Background: an optimization exercise with open tools, aiming at small area. Do not read the settings as production practice. Only simulation tests tie the RTL to the original design; equivalence was not proved. No activity file was given, so power comes from the tool's default toggle rates.

JK:
## vgalab1
module vgalab1(
  input clk,             
  input rst_n,           
  input key_jump_n,      
  input key_restart_n,   
  input sw_gray,         
  output [0:6] HEX0, HEX1,   
  output VGA_HS,
  output VGA_VS,
  output VGA_BLANK,
  output [9:0] VGA_R,
  output [9:0] VGA_G,
  output [9:0] VGA_B
);
==> flow/config.mk <==
export PLATFORM = sky130hd
export DESIGN_NAME = vgalab1
export DESIGN_NICKNAME = vgalab1
export VERILOG_FILES = /design/flow/design.v
export SDC_FILE = /design/flow/constraint.sdc
export NUM_CORES = 4
export LEC_CHECK = 0
export ABC_AREA = 1
export CAP_MARGIN = 0
export CORE_MARGIN = 2
export CORE_UTILIZATION = 40
export CTS_BUF_LIST = sky130_fd_sc_hd__clkbuf_8
export GPL_TIMING_DRIVEN = 0
export SLEW_MARGIN = 0
==> flow/constraint.sdc <==
create_clock -name core_clock -period 12.0 [get_ports {clk}]
set_input_delay 2.4000 -clock core_clock [delete_from_list [all_inputs] [get_ports {clk}]]
set_output_delay 2.4000 -clock core_clock [all_outputs]
set_load 0.01 [all_outputs]
standard.sh (not shown) runs the stock make flow with config.mk's settings and CLKGATE_MAP_FILE= SYNTH_SCRIPT=/design/flow/synth_recipe.tcl, a recipe that flattens the netlist after the stock synthesis.
==> flow/flow/run.sh <==
#!/bin/bash
# Own layout flow: the standard synthesis, then the combinational logic
# between the registers is mapped again by ABC for area (the registers are
# kept as they are, with their names and cells), then the standard
# layout with single-strength port buffers.
set -euo pipefail
W=$(pwd)
R=$W/orfs/results/$FLOW_PLATFORM/vgalab1/base
LIB=$FLOW_HOME/platforms/$FLOW_PLATFORM/lib/sky130_fd_sc_hd__tt_025C_1v80.lib

# 1. standard synthesis, up to the netlist
bash standard.sh $R/1_2_yosys.v > $W/std_synth.log 2>&1
cp $R/1_2_yosys.v $W/std_1_2_yosys.v

# 2. map the logic between registers again, with several seeds; keep the
#    smallest
DONT=""
for c in $(grep -o "\-dont_use [a-z0-9_]*" $W/orfs/logs/$FLOW_PLATFORM/vgalab1/base/1_2_yosys.log | awk '{print $2}' | sort -u); do
  DONT="$DONT -dont_use $c"
done
reabc() {
  local n=$1 src=$2
  sed "s/@SEED@/$n/" $W/flow/area.abc > $W/area_$n.abc
  cat > $W/reabc_$n.ys <<E2
read_liberty -ignore_miss_func -overwrite $LIB
read_verilog $src
hierarchy -top $FLOW_TOP
setattr -mod -set keep_hierarchy 1 sky130_fd_sc_hd__df* sky130_fd_sc_hd__edf* sky130_fd_sc_hd__sdf* sky130_fd_sc_hd__dl* sky130_fd_sc_hd__conb_*
flatten
opt_clean -purge
tee -o $W/reabc_before_$n.txt stat -liberty $LIB
abc -liberty $LIB $DONT -script $W/area_$n.abc
opt_clean -purge
splitnets
opt_clean -purge
hilomap -singleton -hicell sky130_fd_sc_hd__conb_1 HI -locell sky130_fd_sc_hd__conb_1 LO
insbuf -buf sky130_fd_sc_hd__buf_4 A X
opt_clean -purge
tee -o $W/reabc_after_$n.txt stat -liberty $LIB
read_liberty -lib -ignore_miss_func -overwrite $LIB
check -assert
write_verilog -noattr -nohex -nodec $W/reabc_$n.v
E2
  yosys -l $W/reabc_$n.log -q -s $W/reabc_$n.ys > /dev/null 2>&1 || true
}
# the smallest of the given runs' netlists
pick() {
  local best="" bestarea="" n a
  for n in "$@"; do
    [ -s $W/reabc_$n.v ] || continue
    a=$(grep "Chip area for top module" $W/reabc_after_$n.txt | awk '{print $NF}')
    if [ -z "$best" ] || awk "BEGIN{exit !($a < $bestarea)}"; then best=$n; bestarea=$a; fi
  done
  echo $best
}
# two rounds of four seeds, the second from the first's best
for n in 1 2 3 4; do reabc $n $W/std_1_2_yosys.v & done
wait
b1=$(pick 1 2 3 4)
for n in 5 6 7 8; do reabc $n $W/reabc_$b1.v & done
wait
best=$(pick $b1 5 6 7 8)
echo "chosen: run $best, area $(grep 'Chip area for top module' $W/reabc_after_$best.txt | awk '{print $NF}')" > $W/reabc_choice.txt
cp $W/reabc_$best.v $R/1_2_yosys.v

# 3. standard layout from the new netlist (no dummy clock loads)
bash standard.sh "BUFFER_PORTS_ARGS=-buffer_cell sky130_fd_sc_hd__buf_1" "CTS_ARGS=-sink_clustering_enable -repair_clock_nets -buf_list sky130_fd_sc_hd__clkbuf_8 -dont_use_dummy_load" finish > $W/std_layout.log 2>&1
Other scripts of this flow, unchanged in this note and not shown: flow/flow/area.abc
JK finished every stage and its layout cleared the timing, design-rule and antenna checks.
> inputs changed (JK -> MS)
--- a/flow/flow/run.sh
+++ b/flow/flow/run.sh
@@ -15 +15 @@
-# 2. map the logic between registers again, with several seeds; keep the
+# 2. map the logic between registers again, with four seeds; keep the
@@ -22 +22 @@
-  local n=$1 src=$2
+  local n=$1
@@ -26 +26 @@
-read_verilog $src
+read_verilog $W/std_1_2_yosys.v
@@ -46,12 +46 @@
-# the smallest of the given runs' netlists
-pick() {
-  local best="" bestarea="" n a
-  for n in "$@"; do
-    [ -s $W/reabc_$n.v ] || continue
-    a=$(grep "Chip area for top module" $W/reabc_after_$n.txt | awk '{print $NF}')
-    if [ -z "$best" ] || awk "BEGIN{exit !($a < $bestarea)}"; then best=$n; bestarea=$a; fi
-  done
-  echo $best
-}
-# two rounds of four seeds, the second from the first's best
-for n in 1 2 3 4; do reabc $n $W/std_1_2_yosys.v & done
+for n in 1 2 3 4; do reabc $n & done
@@ -59,5 +48,8 @@
-b1=$(pick 1 2 3 4)
-for n in 5 6 7 8; do reabc $n $W/reabc_$b1.v & done
-wait
-best=$(pick $b1 5 6 7 8)
-echo "chosen: run $best, area $(grep 'Chip area for top module' $W/reabc_after_$best.txt | awk '{print $NF}')" > $W/reabc_choice.txt
+best=""
+bestarea=""
+for n in 1 2 3 4; do
+  [ -s $W/reabc_$n.v ] || continue
+  a=$(grep "Chip area for top module" $W/reabc_after_$n.txt | awk '{print $NF}')
+  if [ -z "$best" ] || awk "BEGIN{exit !($a < $bestarea)}"; then best=$n; bestarea=$a; fi
+done
+echo "seed $best area $bestarea" > $W/reabc_choice.txt
--- outcome ---
The die area in MS sits 0.62% above the value recorded for JK. Min non-clock buffer count across JK and MS: JK. Setup slack on the worst flop-to-flop path: higher on MS. Delta (MS minus JK): clock-pin transition on the worst setup and hold timing paths now sits at about the same level, area fraction of clock buffers and clock inverters comparable, instance count on the critical path has increased. Count of mapped cells out of synthesis went down slightly going from JK to MS. Compared with JK, MS shows a lower shortest period the worst path allows.
The inputs of AL differ from those of MS as listed below.
- CORE_UTILIZATION: 40 -> 60
- PLACE_DENSITY: unset -> 0.7
--- a/flow/flow/run.sh
+++ b/flow/flow/run.sh
@@ -15 +15 @@
-# 2. map the logic between registers again, with four seeds; keep the
+# 2. map the logic between registers again, with several seeds; keep the
@@ -22 +22 @@
-  local n=$1
+  local n=$1 src=$2
@@ -26 +26 @@
-read_verilog $W/std_1_2_yosys.v
+read_verilog $src
@@ -46 +46,12 @@
-for n in 1 2 3 4; do reabc $n & done
+# the smallest of the given runs' netlists
+pick() {
+  local best="" bestarea="" n a
+  for n in "$@"; do
+    [ -s $W/reabc_$n.v ] || continue
+    a=$(grep "Chip area for top module" $W/reabc_after_$n.txt | awk '{print $NF}')
+    if [ -z "$best" ] || awk "BEGIN{exit !($a < $bestarea)}"; then best=$n; bestarea=$a; fi
+  done
+  echo $best
+}
+# two rounds of four seeds, the second from the first's best
+for n in 1 2 3 4; do reabc $n $W/std_1_2_yosys.v & done
@@ -48,8 +59,5 @@
-best=""
-bestarea=""
-for n in 1 2 3 4; do
-  [ -s $W/reabc_$n.v ] || continue
-  a=$(grep "Chip area for top module" $W/reabc_after_$n.txt | awk '{print $NF}')
-  if [ -z "$best" ] || awk "BEGIN{exit !($a < $bestarea)}"; then best=$n; bestarea=$a; fi
-done
-echo "seed $best area $bestarea" > $W/reabc_choice.txt
+b1=$(pick 1 2 3 4)
+for n in 5 6 7 8; do reabc $n $W/reabc_$b1.v & done
+wait
+best=$(pick $b1 5 6 7 8)
+echo "chosen: run $best, area $(grep 'Chip area for top module' $W/reabc_after_$best.txt | awk '{print $NF}')" > $W/reabc_choice.txt
Results
AL vs MS, buffers plus inverters on the worst setup path went up by 1.
VGA_R[2] as the last element of the critical path was reported by AL, and VGA_B[7] by MS.
The clock network fraction of total power in AL was lower than what MS gave.
Taking MS as the reference, in AL post-synthesis cell area essentially unchanged, proportion of cell area spent on the clock network saw little to no change, part of the cycle the worst path needs decreased 0.38 points.
Delta (AL minus MS): power +1.4%, maximum frequency increased 0.37 MHz, synthesis-to-finish area growth decreased 2.0 points.
AL completed; timing, DRC and antenna clean
Edits applied to the flow inputs when going from AL to TR:
- PLACE_DENSITY no longer set, was 0.7
- CORE_UTILIZATION now 40, was 60
--- a/flow/flow/run.sh
+++ b/flow/flow/run.sh
@@ -15 +15 @@
-# 2. map the logic between registers again, with several seeds; keep the
+# 2. map the logic between registers again, with four seeds; keep the
@@ -22 +22 @@
-  local n=$1 src=$2
+  local n=$1
@@ -26 +26 @@
-read_verilog $src
+read_verilog $W/std_1_2_yosys.v
@@ -46,12 +46 @@
-# the smallest of the given runs' netlists
-pick() {
-  local best="" bestarea="" n a
-  for n in "$@"; do
-    [ -s $W/reabc_$n.v ] || continue
-    a=$(grep "Chip area for top module" $W/reabc_after_$n.txt | awk '{print $NF}')
-    if [ -z "$best" ] || awk "BEGIN{exit !($a < $bestarea)}"; then best=$n; bestarea=$a; fi
-  done
-  echo $best
-}
-# two rounds of four seeds, the second from the first's best
-for n in 1 2 3 4; do reabc $n $W/std_1_2_yosys.v & done
+for n in 1 2 3 4; do reabc $n & done
@@ -59,5 +48,8 @@
-b1=$(pick 1 2 3 4)
-for n in 5 6 7 8; do reabc $n $W/reabc_$b1.v & done
-wait
-best=$(pick $b1 5 6 7 8)
-echo "chosen: run $best, area $(grep 'Chip area for top module' $W/reabc_after_$best.txt | awk '{print $NF}')" > $W/reabc_choice.txt
+best=""
+bestarea=""
+for n in 1 2 3 4; do
+  [ -s $W/reabc_$n.v ] || continue
+  a=$(grep "Chip area for top module" $W/reabc_after_$n.txt | awk '{print $NF}')
+  if [ -z "$best" ] || awk "BEGIN{exit !($a < $bestarea)}"; then best=$n; bestarea=$a; fi
+done
+echo "seed $best area $bestarea" > $W/reabc_choice.txt
@@ -66,2 +58,2 @@
-# 3. standard layout from the new netlist (no dummy clock loads)
-bash standard.sh "BUFFER_PORTS_ARGS=-buffer_cell sky130_fd_sc_hd__buf_1" "CTS_ARGS=-sink_clustering_enable -repair_clock_nets -buf_list sky130_fd_sc_hd__clkbuf_8 -dont_use_dummy_load" finish > $W/std_layout.log 2>&1
+# 3. standard layout from the new netlist
+bash standard.sh "BUFFER_PORTS_ARGS=-buffer_cell sky130_fd_sc_hd__buf_1" finish > $W/std_layout.log 2>&1
--- outcome ---
According to the power report, total power for TR is higher than for AL. From TR to AL, number of setup violations in the final report did not move at all. When TR is measured against AL, its final clock period utilization by the worst path turns out 0.33 points higher. TR vs. AL: via count of the routed design ~0 delta; global-route usage over all layers lower; floorplan die area higher; wire length on met2 increased about 10%; achievable clock frequency fell 0.36%. A launch point of the critical path of background.s_k[2]$_DFFE_PN0P_ is what AL shows, while u1.xr_k[1]$_DFF_PN0_ belongs to TR. TR against AL: proportion of cell area occupied by registers went down; setup slack went down.

port drivers added, routing unchanged:
Ports are ideal in the flow. The routed layouts listed here were re-timed in OpenROAD. Step 1: set_driving_cell puts a clkbuf_16 on clk and a buf_2 on each other input, an assumption about the parent block. Step 2 adds t to the input delays and takes it off the output delays; t is the mean of the earliest and latest rising clock arrival at the registers after step 1. Input paths then give back, and output paths get back, about the clock's delay inside the block. Slacks: ideal ports / drivers / drivers and shift; pairs: ideal ports / drivers.
run	t (ns)	setup WS [ns]	worst setup path after step 2	latest minus earliest clock arrival (ns)	worst data-port slew with drivers (ns)
JK	0.414	0.655 / 0.613 / 1.027	register to output	0.018 / 0.018	0.04
MS	0.405	0.832 / 0.792 / 1.197	register to output	0.029 / 0.029	0.03
AL	0.419	0.877 / 0.838 / 1.257	register to output	0.020 / 0.019	0.04
TR	0.413	0.838 / 0.797 / 1.210	register to output	0.019 / 0.020	0.03
After both steps setup and hold are still met in every run listed.
